What follows belongs to an exercise in optimizing a design on an open flow for small area, a short achievable clock period and few clock cycles per item; a production flow would make more cautious choices.
No functional check of the RTL was part of this run.
Power figures rest on the tool's default switching activity, not on a simulated workload.

### design/flow/design.v
`timescale 1ns / 1ps
module dijkstra_mod(
    input clk,
    input rst,
    input start,
    input [7:0] src,
    input [7:0] dest,
    output reg path_ready,
    output reg [95:0] path
    );
  function [7:0] attach(input [7:0] c);
    begin
      attach = c;
      if (c[3:0] == 4'd0) attach[3:0] = 4'd1;
      else case (c[7:4])
        4'h0: attach[7:4] = 4'h1;
        4'h2: attach[7:4] = (c[3] | (c[2] & c[1])) ? 4'h1 : 4'h3;
        4'h4: attach[7:4] = 4'h3;
        4'h5: attach[7:4] = 4'h6;
        4'h7: attach[7:4] = 4'h6;
        4'h8: attach[7:4] = 4'h9;
        4'hA: attach[7:4] = (c[3] | (c[2] & c[1])) ? 4'hB : 4'h9;
        4'hC: attach[7:4] = 4'hB;
        default: ;
      endcase
    end
  endfunction
  function is_stub(input [7:0] c);
    is_stub = (c[3:0] == 4'd0) || !(c[7:4] == 4'h1 || c[7:4] == 4'h3 || c[7:4] == 4'h6 || c[7:4] == 4'h9 || c[7:4] == 4'hB);
  endfunction
  function [28:0] step(input [28:0] h, input [63:0] m);
    begin
      step[0] = h[1] & m[2] | h[5] & m[10];    
      step[1] = h[0] & m[0] | h[2] & m[4];    
      step[2] = h[1] & m[3] | h[3] & m[6];    
      step[3] = h[2] & m[5] | h[4] & m[8];    
      step[4] = h[3] & m[7] | h[18] & m[40];    
      step[5] = h[0] & m[1] | h[6] & m[13] | h[10] & m[21];    
      step[6] = h[5] & m[11] | h[7] & m[15];    
      step[7] = h[6] & m[14] | h[8] & m[17];    
      step[8] = h[7] & m[16] | h[9] & m[19];    
      step[9] = h[8] & m[18] | h[14] & m[30];    
      step[10] = h[5] & m[12] | h[11] & m[23] | h[19] & m[43];    
      step[11] = h[10] & m[22] | h[12] & m[26];    
      step[12] = h[11] & m[24] | h[13] & m[28];    
      step[13] = h[12] & m[27] | h[14] & m[31];    
      step[14] = h[9] & m[20] | h[13] & m[29] | h[15] & m[33] | h[23] & m[52];    
      step[15] = h[14] & m[32] | h[16] & m[36];    
      step[16] = h[15] & m[34] | h[17] & m[38];    
      step[17] = h[16] & m[37] | h[18] & m[41];    
      step[18] = h[4] & m[9] | h[17] & m[39] | h[28] & m[62];    
      step[19] = h[11] & m[25] | h[20] & m[46] | h[24] & m[54];    
      step[20] = h[19] & m[44] | h[21] & m[48];    
      step[21] = h[20] & m[47] | h[22] & m[50];    
      step[22] = h[21] & m[49] | h[23] & m[53];    
      step[23] = h[15] & m[35] | h[22] & m[51];    
      step[24] = h[19] & m[45] | h[25] & m[56];    
      step[25] = h[24] & m[55] | h[26] & m[58];    
      step[26] = h[25] & m[57] | h[27] & m[60];    
      step[27] = h[26] & m[59] | h[28] & m[63];    
      step[28] = h[18] & m[42] | h[27] & m[61];    
    end
  endfunction
  function [7:0] code(input [28:0] h);
    begin
      code[0] = h[0] | h[2] | h[4] | h[5] | h[7] | h[9] | h[10] | h[12] | h[14] | h[16] | h[18] | h[19] | h[21] | h[23] | h[24] | h[26] | h[28];
      code[1] = h[1] | h[2] | h[6] | h[7] | h[11] | h[12] | h[15] | h[16] | h[20] | h[21] | h[25] | h[26];
      code[2] = h[1] | h[2] | h[8] | h[9] | h[13] | h[14] | h[15] | h[16] | h[22] | h[23] | h[25] | h[26];
      code[3] = h[3] | h[4] | h[17] | h[18] | h[27] | h[28];
      code[4] = h[0] | h[1] | h[2] | h[3] | h[4] | h[5] | h[6] | h[7] | h[8] | h[9] | h[19] | h[20] | h[21] | h[22] | h[23] | h[24] | h[25] | h[26] | h[27] | h[28];
      code[5] = h[5] | h[6] | h[7] | h[8] | h[9] | h[10] | h[11] | h[12] | h[13] | h[14] | h[15] | h[16] | h[17] | h[18] | h[24] | h[25] | h[26] | h[27] | h[28];
      code[6] = h[10] | h[11] | h[12] | h[13] | h[14] | h[15] | h[16] | h[17] | h[18];
      code[7] = h[19] | h[20] | h[21] | h[22] | h[23] | h[24] | h[25] | h[26] | h[27] | h[28];
    end
  endfunction
  function [28:0] onehot(input [7:0] c);
    begin
      onehot[0] = c == 8'h11;
      onehot[1] = c == 8'h16;
      onehot[2] = c == 8'h17;
      onehot[3] = c == 8'h18;
      onehot[4] = c == 8'h19;
      onehot[5] = c == 8'h31;
      onehot[6] = c == 8'h32;
      onehot[7] = c == 8'h33;
      onehot[8] = c == 8'h34;
      onehot[9] = c == 8'h35;
      onehot[10] = c == 8'h61;
      onehot[11] = c == 8'h62;
      onehot[12] = c == 8'h63;
      onehot[13] = c == 8'h64;
      onehot[14] = c == 8'h65;
      onehot[15] = c == 8'h66;
      onehot[16] = c == 8'h67;
      onehot[17] = c == 8'h68;
      onehot[18] = c == 8'h69;
      onehot[19] = c == 8'h91;
      onehot[20] = c == 8'h92;
      onehot[21] = c == 8'h93;
      onehot[22] = c == 8'h94;
      onehot[23] = c == 8'h95;
      onehot[24] = c == 8'hB1;
      onehot[25] = c == 8'hB6;
      onehot[26] = c == 8'hB7;
      onehot[27] = c == 8'hB8;
      onehot[28] = c == 8'hB9;
    end
  endfunction
  function [63:0] preds(input [7:0] s);
    begin
      preds[0] = (s[1] & s[2] & ~s[6] & ~s[7]) | (s[3] & ~s[6] & ~s[7]) | (s[0] & s[3]);    
      preds[1] = (~s[2] & ~s[3] & s[5]) | (~s[3] & s[7]) | (~s[0] & s[7]) | (~s[1] & s[2]) | (s[1] & s[6]) | (~s[0] & s[6]);    
      preds[2] = (~s[0] & ~s[1] & s[2] & ~s[7]) | (~s[1] & s[2] & ~s[6] & ~s[7]) | (~s[2] & ~s[3]);    
      preds[3] = (s[1] & s[2] & s[6]) | (s[0] & s[1] & s[2]) | (s[0] & s[2] & ~s[4]) | (s[2] & s[7]) | (s[3]);    
      preds[4] = (~s[1] & s[2] & ~s[6] & ~s[7]) | (~s[0] & s[1] & ~s[6] & ~s[7]) | (~s[4] & ~s[5] & s[6] & ~s[7]) | (~s[1] & ~s[2] & ~s[3]) | (s[1] & ~s[2] & ~s[7]) | (~s[0] & s[1] & ~s[2]);    
      preds[5] = (s[2] & s[5] & s[6]) | (s[0] & s[1] & s[7]) | (s[2] & s[4] & s[6]) | (s[2] & s[7]) | (s[3]);    
      preds[6] = (~s[0] & ~s[2] & ~s[3] & ~s[7]) | (~s[3] & ~s[4] & ~s[5] & ~s[7]) | (~s[0] & ~s[3] & ~s[6] & ~s[7]) | (~s[1] & ~s[2] & ~s[3]) | (s[1] & ~s[6] & ~s[7]);    
      preds[7] = (s[0] & s[1] & s[5] & s[6]) | (s[2] & s[5] & s[6]) | (s[0] & s[4] & s[6]) | (s[0] & ~s[1] & s[2]) | (s[2] & s[4] & s[6]) | (s[3] & s[7]) | (s[3] & s[6]) | (s[2] & s[7]) | (s[0] & s[3]) | (s[1] & s[7]);    
      preds[8] = (~s[2] & ~s[4] & ~s[5] & ~s[7]) | (~s[0] & s[3] & ~s[6] & ~s[7]) | (~s[1] & ~s[2] & ~s[3] & ~s[7]) | (s[1] & ~s[6] & ~s[7]);    
      preds[9] = (s[1] & s[5] & s[6]) | (s[3] & s[6]) | (s[4] & s[6]) | (~s[1] & s[2]) | (s[7]);    
      preds[10] = (s[1] & s[2] & ~s[6] & ~s[7]) | (s[3] & ~s[6] & ~s[7]) | (~s[5] & ~s[6] & ~s[7]);    
      preds[11] = (~s[4] & ~s[5] & s[6] & ~s[7]) | (s[1] & s[2] & s[6] & ~s[7]) | (s[1] & ~s[2] & ~s[6] & ~s[7]) | (~s[1] & s[2] & ~s[6] & ~s[7]) | (s[3] & s[6] & ~s[7]) | (s[0] & ~s[1] & s[2]) | (s[0] & s[3] & s[7]);    
      preds[12] = (~s[0] & ~s[1] & ~s[3] & s[5] & s[6]) | (s[1] & ~s[2] & s[4] & s[6]) | (~s[2] & ~s[3] & s[5] & s[6]) | (~s[1] & s[2] & s[4] & s[6]) | (~s[2] & ~s[3] & s[7]) | (s[1] & s[7]) | (~s[0] & s[7]);    
      preds[13] = (~s[0] & ~s[1] & ~s[3] & s[5] & s[6]) | (~s[0] & ~s[1] & ~s[3] & s[4] & ~s[5]) | (~s[2] & ~s[3] & s[5] & s[6]) | (~s[2] & ~s[3] & s[4] & ~s[5]) | (s[1] & s[2] & ~s[6]) | (~s[3] & ~s[4] & s[7]) | (s[3] & ~s[6] & ~s[7]) | (~s[1] & ~s[2] & ~s[3]);    
      preds[14] = (s[0] & s[1] & ~s[2] & ~s[6] & ~s[7]) | (s[0] & ~s[4] & ~s[5] & s[6] & ~s[7]) | (s[1] & s[2] & s[6] & ~s[7]) | (~s[1] & s[2] & ~s[6] & ~s[7]) | (~s[1] & ~s[4] & ~s[5] & s[6]) | (s[0] & ~s[1] & s[2]) | (s[3] & s[6]) | (s[3] & s[7]);    
      preds[15] = (s[0] & ~s[2] & s[4] & s[6]) | (s[1] & s[2] & ~s[6] & ~s[7]) | (~s[1] & ~s[2] & ~s[6] & ~s[7]) | (~s[2] & ~s[3] & s[5] & s[6]) | (~s[0] & ~s[2] & ~s[3]) | (~s[0] & s[1] & s[7]) | (~s[2] & ~s[3] & s[7]);    
      preds[16] = (s[0] & s[2] & s[7]) | (s[2] & s[6] & ~s[7]) | (~s[1] & s[2]) | (s[3] & s[7]) | (s[3] & s[6]);    
      preds[17] = (~s[2] & ~s[4] & ~s[5] & ~s[7]) | (~s[0] & ~s[2] & ~s[6] & ~s[7]) | (s[1] & ~s[6] & ~s[7]) | (~s[0] & ~s[2] & ~s[3]) | (~s[1] & ~s[2] & ~s[3]);    
      preds[18] = (s[0] & s[1] & s[5] & s[6]) | (s[2] & s[5] & s[6]) | (s[0] & s[1] & s[7]) | (s[0] & s[4] & s[6]) | (s[0] & ~s[1] & s[2]) | (s[2] & s[4] & s[6]) | (s[3] & s[6]) | (s[3] & s[7]) | (s[2] & s[7]) | (s[0] & s[3]);    
      preds[19] = (~s[1] & ~s[2] & ~s[3] & ~s[7]) | (~s[3] & ~s[4] & ~s[5] & ~s[7]) | (~s[0] & ~s[3] & ~s[6] & ~s[7]) | (s[1] & ~s[6] & ~s[7]);    
      preds[20] = (s[2] & s[5] & s[6]) | (s[1] & s[5] & s[6]) | (s[4] & s[6]) | (s[7]) | (s[3]);    
      preds[21] = (~s[4] & ~s[5] & ~s[7]) | (~s[6] & ~s[7]);    
      preds[22] = (s[2] & s[5] & s[6]) | (s[1] & s[5] & s[6]) | (s[4] & s[6]) | (s[3] & s[6]) | (s[7]);    
      preds[23] = (~s[1] & ~s[2] & ~s[3] & ~s[7]) | (s[1] & ~s[6] & ~s[7]) | (~s[4] & ~s[5] & ~s[7]) | (~s[0] & ~s[6] & ~s[7]);    
      preds[24] = (s[0] & s[1] & s[5] & s[6]) | (s[0] & s[4] & s[6]) | (s[2] & s[5] & s[6]) | (s[0] & ~s[1] & s[2]) | (s[2] & s[4] & s[6]) | (s[3] & s[6] & ~s[7]) | (s[0] & s[3]);    
      preds[25] = (~s[2] & ~s[3] & s[7]) | (s[1] & s[7]) | (~s[0] & s[7]);    
      preds[26] = (~s[0] & ~s[3] & s[7]) | (~s[1] & ~s[2] & ~s[3]) | (s[1] & ~s[4] & ~s[5]) | (~s[0] & ~s[2] & ~s[3]) | (s[1] & ~s[6]);    
      preds[27] = (s[2] & s[6] & ~s[7]) | (~s[1] & s[2] & ~s[7]) | (s[0] & ~s[1] & s[2]) | (s[3]);    
      preds[28] = (~s[2] & ~s[3] & s[5] & s[6]) | (s[1] & ~s[2] & s[4] & ~s[5]) | (~s[0] & s[1] & ~s[4] & ~s[5]) | (~s[0] & s[1] & ~s[6]) | (~s[1] & ~s[2] & ~s[3]) | (s[1] & ~s[2] & s[7]);    
      preds[29] = (s[1] & s[2] & s[6] & ~s[7]) | (s[0] & s[1] & ~s[6] & ~s[7]) | (s[0] & ~s[4] & ~s[5] & s[6]) | (~s[1] & s[2] & ~s[6]) | (~s[1] & ~s[4] & ~s[5]) | (s[0] & s[2]) | (s[3]);    
      preds[30] = (~s[1] & ~s[3] & ~s[6] & ~s[7]) | (s[1] & ~s[2] & ~s[6] & ~s[7]) | (~s[4] & ~s[5] & s[6] & ~s[7]);    
      preds[31] = (~s[0] & ~s[1] & ~s[3] & s[5] & s[6]) | (~s[2] & ~s[3] & s[5] & s[6]) | (~s[0] & ~s[2] & ~s[3] & s[7]) | (~s[1] & ~s[2] & ~s[3] & s[7]) | (~s[2] & ~s[3] & s[4] & s[6]) | (~s[1] & ~s[3] & s[4] & s[6]);    
      preds[32] = (s[0] & s[1] & s[7]) | (s[1] & s[2]) | (s[2] & s[7]) | (s[3]);    
      preds[33] = (~s[2] & ~s[3] & ~s[7]) | (~s[1] & s[2] & ~s[7]) | (~s[1] & ~s[2] & ~s[3]);    
      preds[34] = (s[0] & s[1] & s[2]) | (s[1] & s[2] & ~s[6]) | (s[6] & s[7]) | (s[3]);    
      preds[35] = (~s[1] & s[2] & s[7]) | (s[1] & ~s[2] & s[7]);    
      preds[36] = (~s[0] & ~s[3] & s[6] & ~s[7]) | (~s[1] & ~s[3]) | (~s[2] & ~s[3]);    
      preds[37] = (s[1] & s[2] & ~s[6]) | (s[6] & s[7]) | (s[3]);    
      preds[38] = (~s[3] & s[6] & ~s[7]) | (~s[1] & ~s[3]) | (~s[2] & ~s[3]);    
      preds[39] = (s[1] & s[2] & ~s[6]) | (s[3] & ~s[6]) | (s[6] & s[7]) | (s[0] & s[3]);    
      preds[40] = (s[1] & s[2] & ~s[6] & ~s[7]) | (~s[5] & ~s[6] & ~s[7]) | (s[3] & ~s[6] & ~s[7]);    
      preds[41] = (~s[3] & s[6] & ~s[7]) | (~s[2] & ~s[3] & s[5]) | (~s[5] & ~s[6] & s[7]) | (~s[0] & s[6] & ~s[7]) | (~s[1] & s[2]);    
      preds[42] = (s[1] & s[2] & s[7]) | (s[3] & s[7]);    
      preds[43] = (~s[7]);    
      preds[44] = (s[1] & ~s[2] & s[7]) | (~s[1] & s[2] & s[7]);    
      preds[45] = (s[1] & s[2] & s[7]) | (s[4] & s[5] & s[7]) | (s[3] & s[7]);    
      preds[46] = (~s[0] & ~s[1] & s[2] & ~s[7]) | (s[1] & s[2] & ~s[6]) | (~s[2] & ~s[3] & ~s[7]) | (~s[1] & ~s[2] & s[7]) | (~s[4] & ~s[5] & s[6]) | (~s[0] & s[3] & ~s[6]);    
      preds[47] = (s[0] & s[1] & ~s[2] & s[7]) | (s[1] & s[2] & s[6] & ~s[7]) | (s[0] & ~s[1] & s[2]) | (~s[1] & s[2] & s[7]) | (s[3] & s[6] & ~s[7]) | (s[0] & s[3] & ~s[5]);    
      preds[48] = (~s[2] & ~s[3] & ~s[7]) | (s[1] & s[2] & ~s[6]) | (~s[1] & ~s[2] & s[7]) | (~s[0] & ~s[2] & s[7]) | (s[6] & s[7]);    
      preds[49] = (s[2] & s[6] & ~s[7]) | (~s[1] & s[2]) | (s[3] & ~s[7]);    
      preds[50] = (~s[0] & ~s[2] & s[7]) | (~s[1] & ~s[2] & ~s[3]) | (~s[0] & s[1] & ~s[2]) | (~s[0] & s[1] & ~s[6]) | (s[1] & s[7]);    
      preds[51] = (~s[1] & s[2] & ~s[7]) | (s[0] & s[1] & ~s[7]) | (s[2] & s[6] & ~s[7]) | (s[0] & ~s[1] & s[2]) | (s[0] & s[3]) | (s[3] & ~s[7]);    
      preds[52] = (~s[7]) | (s[3]);    
      preds[53] = (~s[2] & ~s[3] & s[7]) | (~s[0] & s[2] & s[7]) | (s[1] & s[7]);    
      preds[54] = (~s[3] & ~s[5] & ~s[6]) | (s[1] & ~s[2]) | (~s[3] & ~s[7]) | (~s[0] & ~s[7]) | (~s[1] & s[2]);    
      preds[55] = (s[1] & s[2] & s[7]) | (s[3] & s[7]) | (s[0] & s[3]);    
      preds[56] = (~s[5] & ~s[6] & s[7]) | (~s[0] & ~s[1] & ~s[3]) | (~s[2] & ~s[3]);    
      preds[57] = (s[1] & s[2] & ~s[7]) | (s[0] & s[2] & s[5]) | (s[0] & s[2] & ~s[4]) | (s[3]);    
      preds[58] = (~s[5] & ~s[6] & s[7]) | (~s[0] & ~s[3] & s[7]) | (~s[2] & ~s[3]);    
      preds[59] = (s[2] & ~s[7]) | (s[3]);    
      preds[60] = (~s[0] & ~s[2] & ~s[3]) | (~s[0] & s[2] & s[7]) | (~s[1] & ~s[2] & ~s[3]) | (s[1] & s[7]);    
      preds[61] = (s[0] & ~s[1] & s[2]) | (s[0] & s[1] & ~s[7]) | (s[3] & ~s[7]) | (s[2] & ~s[7]) | (s[0] & s[3]);    
      preds[62] = (s[1] & ~s[7]) | (~s[1] & s[2]) | (s[3] & ~s[7]) | (~s[5] & ~s[7]);    
      preds[63] = (~s[1] & ~s[2] & ~s[3] & s[5]) | (~s[2] & ~s[3] & s[7]) | (~s[0] & s[3] & s[7]) | (s[1] & s[7]);    
    end
  endfunction
  reg [7:0] s_q;       
  reg [7:0] cur;       
  reg busy;
  reg [1:0] win;     
  wire [63:0] m = preds(s_q);
  wire sstub = is_stub(s_q);
  wire [28:0] h [0:5];
  wire [7:0] c [1:5];
  wire [5:0] nz;
  wire first = busy && cur != s_q && is_stub(cur);
  assign h[0] = busy ? onehot(cur) : 29'd0;
  assign h[1] = step(h[0], m) | (first ? onehot(attach(cur)) : 29'd0);
  assign h[2] = step(h[1], m);
  assign h[3] = step(h[2], m);
  assign h[4] = step(h[3], m);
  assign h[5] = step(h[4], m);
  assign nz[0] = |h[0];
  assign nz[1] = |h[1];
  assign nz[2] = |h[2];
  assign nz[3] = |h[3];
  assign nz[4] = |h[4];
  assign nz[5] = |h[5];
  assign c[1] = code(h[1]) | ((sstub && nz[0] && !nz[1]) ? s_q : 8'd0);
  assign c[2] = code(h[2]) | ((sstub && nz[1] && !nz[2]) ? s_q : 8'd0);
  assign c[3] = code(h[3]) | ((sstub && nz[2] && !nz[3]) ? s_q : 8'd0);
  assign c[4] = code(h[4]) | ((sstub && nz[3] && !nz[4]) ? s_q : 8'd0);
  assign c[5] = code(h[5]) | ((sstub && nz[4] && !nz[5]) ? s_q : 8'd0);
  wire fin = !nz[5] || c[5] == s_q || win == 2'd2;
  always @(posedge clk) begin
    if (rst) begin
      busy <= 1'b0;
      path_ready <= 1'b0;
    end else if (!busy) begin
      if (start) begin
        busy <= 1'b1;
        path_ready <= 1'b0;
        s_q <= src;
        cur <= dest;
        win <= 2'd0;
        path[7:0] <= dest;
        path[1*8 +: 8] <= c[1];
        path[2*8 +: 8] <= c[2];
        path[3*8 +: 8] <= c[3];
        path[4*8 +: 8] <= c[4];
        path[5*8 +: 8] <= c[5];
        path[6*8 +: 8] <= c[1];
        path[7*8 +: 8] <= c[2];
        path[8*8 +: 8] <= c[3];
        path[9*8 +: 8] <= c[4];
        path[10*8 +: 8] <= c[5];
        path[11*8 +: 8] <= c[1];
      end
    end else begin
      cur <= c[5];
      win <= win + 2'd1;
      if (fin) begin
        busy <= 1'b0;
        path_ready <= 1'b1;
      end
      if (win == 2'd0) path[1*8 +: 8] <= c[1];
      if (win == 2'd0) path[2*8 +: 8] <= c[2];
      if (win == 2'd0) path[3*8 +: 8] <= c[3];
      if (win == 2'd0) path[4*8 +: 8] <= c[4];
      if (win == 2'd0) path[5*8 +: 8] <= c[5];
      if (win == 2'd1) path[6*8 +: 8] <= c[1];
      if (win == 2'd1) path[7*8 +: 8] <= c[2];
      if (win == 2'd1) path[8*8 +: 8] <= c[3];
      if (win == 2'd1) path[9*8 +: 8] <= c[4];
      if (win == 2'd1) path[10*8 +: 8] <= c[5];
      if (win == 2'd2) path[11*8 +: 8] <= c[1];
    end
  end
endmodule
### design/flow/flow/run.sh
#!/bin/bash
# Standard ORFS layout (the standard.sh), with timing repair asked to reach a
# larger setup slack than the clock needs, so the layout runs faster, and the
# smallest buffer cell for the port buffers.  The clock period, SDC and all
# other settings are the standard flow's.
set -euo pipefail
export SETUP_SLACK_MARGIN=15
export BUFFER_PORTS_ARGS="-buffer_cell sky130_fd_sc_hd__buf_1"
bash standard.sh > standard_flow.log 2>&1
### design/flow/standard.sh
#!/bin/bash
# synth_recipe.tcl (not shown) runs the flow's synth.tcl, then flattens the netlist and writes it again
# the make line also repeats each setting of config.mk as NAME=value (left out here)
make -C /OpenROAD-flow-scripts/flow DESIGN_CONFIG=/design/flow/config.mk WORK_HOME=/design/flow/orfs CLKGATE_MAP_FILE= SYNTH_SCRIPT=/design/flow/synth_recipe.tcl "${@:-finish}"
### design/flow/config.mk
export PLATFORM = sky130hd
export DESIGN_NAME = dijkstra_mod
export DESIGN_NICKNAME = dijkstra_mod
export VERILOG_FILES = /design/flow/design.v
export SDC_FILE = /design/flow/constraint.sdc
export NUM_CORES = 4
export LEC_CHECK = 0
export CAP_MARGIN = 20
export CORE_MARGIN = 2
export CORE_UTILIZATION = 30
export SLEW_MARGIN = 20
export SYNTH_MEMORY_MAX_BITS = 65536
### design/flow/constraint.sdc
create_clock -name core_clock -period 20.0 [get_ports {clk}]
set_input_delay 4.0000 -clock core_clock [delete_from_list [all_inputs] [get_ports {clk}]]
set_output_delay 4.0000 -clock core_clock [all_outputs]
set_load 0.01 [all_outputs]
==> results.txt <==
status=complete, no violations; final setup vio count=0; Seq/Total Area, Yosys=32.1%; CTS tree=yes; vias in the first global route=13,500; max-slew violations=0; leakage=6.11 nW; final design utilization=45.2%; Min Hold Slack=0.572 ns; setup TNS=0 ns; minimum clock period=5.20 ns; initial antenna violation count=3; DRT iter0 DRCs=2,521; Netlist cell types=110; synthesized flop and latch total=116; final wirelength=75,800 microns; clock share of power=15.4%; power per cell area=116 nW/um^2; port buffer count=115; antenna-violating nets left=0; Synth Area per Inst=8.31 sq um; Post-synth top flop=edfxtp_1; gr ovfl total=0; cts bufs inserted=17; Synth Net Count=1,322; CTS sink count=116; layout cells sized above 1=36.4%; Synth Instances=1,300; Req. time, crit path=20.34 ns; Peak VDD IR=0.0691 mV; yosys warns=1; top cells by area, synth=edfxtp_1 32%, nand2_1 4.5%, nor2_1 4.2%; Initial Util=30.5%; largest net degree at the start of global routing=49; # hold bufs at CTS=0; crit share post-route=26.0%; Crit path arrival time=5.54 ns; Yosys top cell by area=edfxtp_1; synth cell count leaders=130 x nand2_1, 121 x nor2_1, 114 x edfxtp_1; unrepaired setup endpoints after global routing=yes; internal power=0.950 mW; first-pass GRT wire length=104,000 microns; first-pass iteration count of the detailed router=7; WS Path Type=flip-flop to flip-flop; async set or reset register ratio after synthesis=0%; vias per inst=6.92; Max-Cap Viols=0; final clock skew=0.0168 ns; critical path endpoint category=flip-flop; Synth top area share=31.7%; Clock Path Buffers=2; Mapped Area=10,800 sq um; Critical Path Fanout Max=14; CTS HTree Levels=4; DR DRC count=0; Die H=194 microns; Die Wd=194 microns; Hold WC Path Type=flip-flop to flip-flop; Psw=0.914 mW; Final Net Count=1,630; Row Count=69; routability cong.=1.06; leading cell type by number of instances after synthesis=nand2_1; DP Wirelength=54,300 microns; Clock Root Buffer=clkbuf_16; Post-synth EDFFs=114; Wirelength per Cell=36.4 microns; normalized max-slew margin=36.0%; io pins=116; switching part of the total=49.0%; CP Launch Type=flip-flop; diode count=0; core area=35,500 sq um; Hold Vio Cnt, Final=0; max frequency=192 MHz; Clock Pin Slew Worst Setup and Hold Paths=0.06 ns; Comb pwr share=61.2%; insertion delay to the later sink of the worst-skew pair=0.44 ns; Die ar.=37,600 sq um; Layout area overhead=48.4%; total track usage=38.7%; Slew @ Worst Pin=0.947 ns; Reg power frac=23.3%; Via Count=14,400
## state kept, by name, indices dropped and copies added, names as in the netlist
| signal | flops |
|---|---|
| s_q | 8 |
| path_ready | 1 |
| path | 96 |
| cur | 8 |
| busy | 1 |
| win | 2 |
## timing repair
action / CTS / global route
pin swaps: 72 / 63
setup buffers: 136 / 60
gates resized for setup: 282 / 109
gates cloned: 6 / 5
endpoints found under the setup margin: 141 / 188
hold endpoints to repair: 0 / 0
## final cells by class
cell class	instances	area, sq um
fill	3475	19400
clock inverter	15	133
timing repair buffer	367	2800
tap	461	577
clock buffer	17	425
inverter	31	130
sequential	116	3460
multi-input combinational	1075	8500
## through the flow
step                instance area [sq um]  power, mW  setup WS, ns  instances
finish                              16000       1.86         14.80       2082
global placement                    11700       1.27         12.70       1841
detailed placement                  11800       1.26         13.10       1843
CTS                                 14900       1.74         14.98       2017
global route                        16000       1.92         14.79       2082
floorplan                           10800      0.925         14.92       1300
## power by group through the flow
stage / Clock (mW) / Combinational (mW) / Sequential, mW
2_1_floorplan: 0 / 0.460 / 0.465
3_3_place_gp: 0 / 0.818 / 0.452
3_5_place_dp: 0 / 0.810 / 0.453
4_1_cts: 0.293 / 1.01 / 0.436
5_1_grt: 0.301 / 1.17 / 0.444
6_report: 0.288 / 1.14 / 0.435
## path summary, 6_finish.rpt
| path | slack, ns | to | cells after the start | from |
|---|---|---|---|---|
| setup reg to reg | 14.80 | path_ready | 17 | s_q[2] |
| setup / recovery | 14.80 | path_ready | 17 | s_q[2] |
| hold reg to reg | 0.57 | path_ready | 2 | path_ready |
| hold / removal | 0.57 | path_ready | 2 | path_ready |
## per-layer routing
layer | track usage, % | share of wire (%) | routed length [microns]
met5 | 0 | 0.029 | 22
met4 | 27.8 | 9.8 | 7430
met3 | 12.6 | 12 | 9200
met2 | 56.8 | 41 | 30900
met1 | 47.6 | 37 | 28300
## logic make-up (layout without fill, tap and decap cells)
group                    after synthesis  after routing  share of synthesized area (%)
XOR/XNOR                              17             17                           1.38
AO/OA/AOI/OAI                        493            495                           33.9
flip-flops                           116            116                           32.1
buffers and inverters                111            430                           5.35
multiplexers                           3              3                          0.289
AND/OR/NAND/NOR                      557            557                           26.7
adder cells (fa/ha/maj)                3              3                          0.347
## critical path: stages (launching register included)
cell	delay (ns)
edfxtp_1	0.47
buf_4	0.20
bufbuf_16	0.32
nand2_2	0.14
a21oi_1	0.11
o311ai_2	0.36
o311a_1	0.36
nand2_4	0.12
a21oi_4	0.33
o221ai_2	0.15
buf_4	0.17
a221oi_4	0.40
or4b_4	0.50
or4_4	0.48
nor4_4	0.36
xnor2_1	0.17
nand4_1	0.16
a311oi_1	0.28
## cells in the final DEF (no fill, tap or decap), drive strengths merged, types with 11 or more instances in the layout
master  netlist  routed
a21o         30      30
nor2b        15      15
a22oi        27      27
o221ai       15      15
a21oi        91      91
a211oi       15      15
and2         18      18
a31oi        21      21
and3         14      14
nand2b       22      22
nand4        24      24
a221oi       19      19
o21a         18      20
o211ai       11      11
o32ai        12      12
nand3        61      61
o22ai        42      42
or2          17      17
edfxtp      114     114
nor4         23      23
o21ai        71      71
clkbuf       22      27
nand2       131     131
buf          58     355
inv          31      30
nor3         52      52
xor2         11      11
nor2        122     122

## static timing again, ports no longer ideal
The results above use ideal ports. As a check the final layout listed here was re-extracted and re-timed, cells and wires unchanged. Step 1: set_driving_cell puts a clkbuf_16 on clk and a buf_2 on each other input, an assumption about the parent block. Step 2 adds t to the input delays and takes it off the output delays; t is the mean of the earliest and latest rising clock arrival at the registers after step 1. Input paths then give back, and output paths get back, about the clock's delay inside the block. Slacks: ideal ports / drivers / drivers and shift; pairs: ideal ports / drivers.
t, ns: 0.490
slack for setup (ns): 14.801 / 14.801 / 14.699
worst hold slack (ns): 0.572 / 0.572 / 0.572
worst setup path at the end: input to register
After both steps setup and hold are still met in this run. The setup slack of this run moves by 0.000 ns with the drivers and by -0.102 ns with both steps.
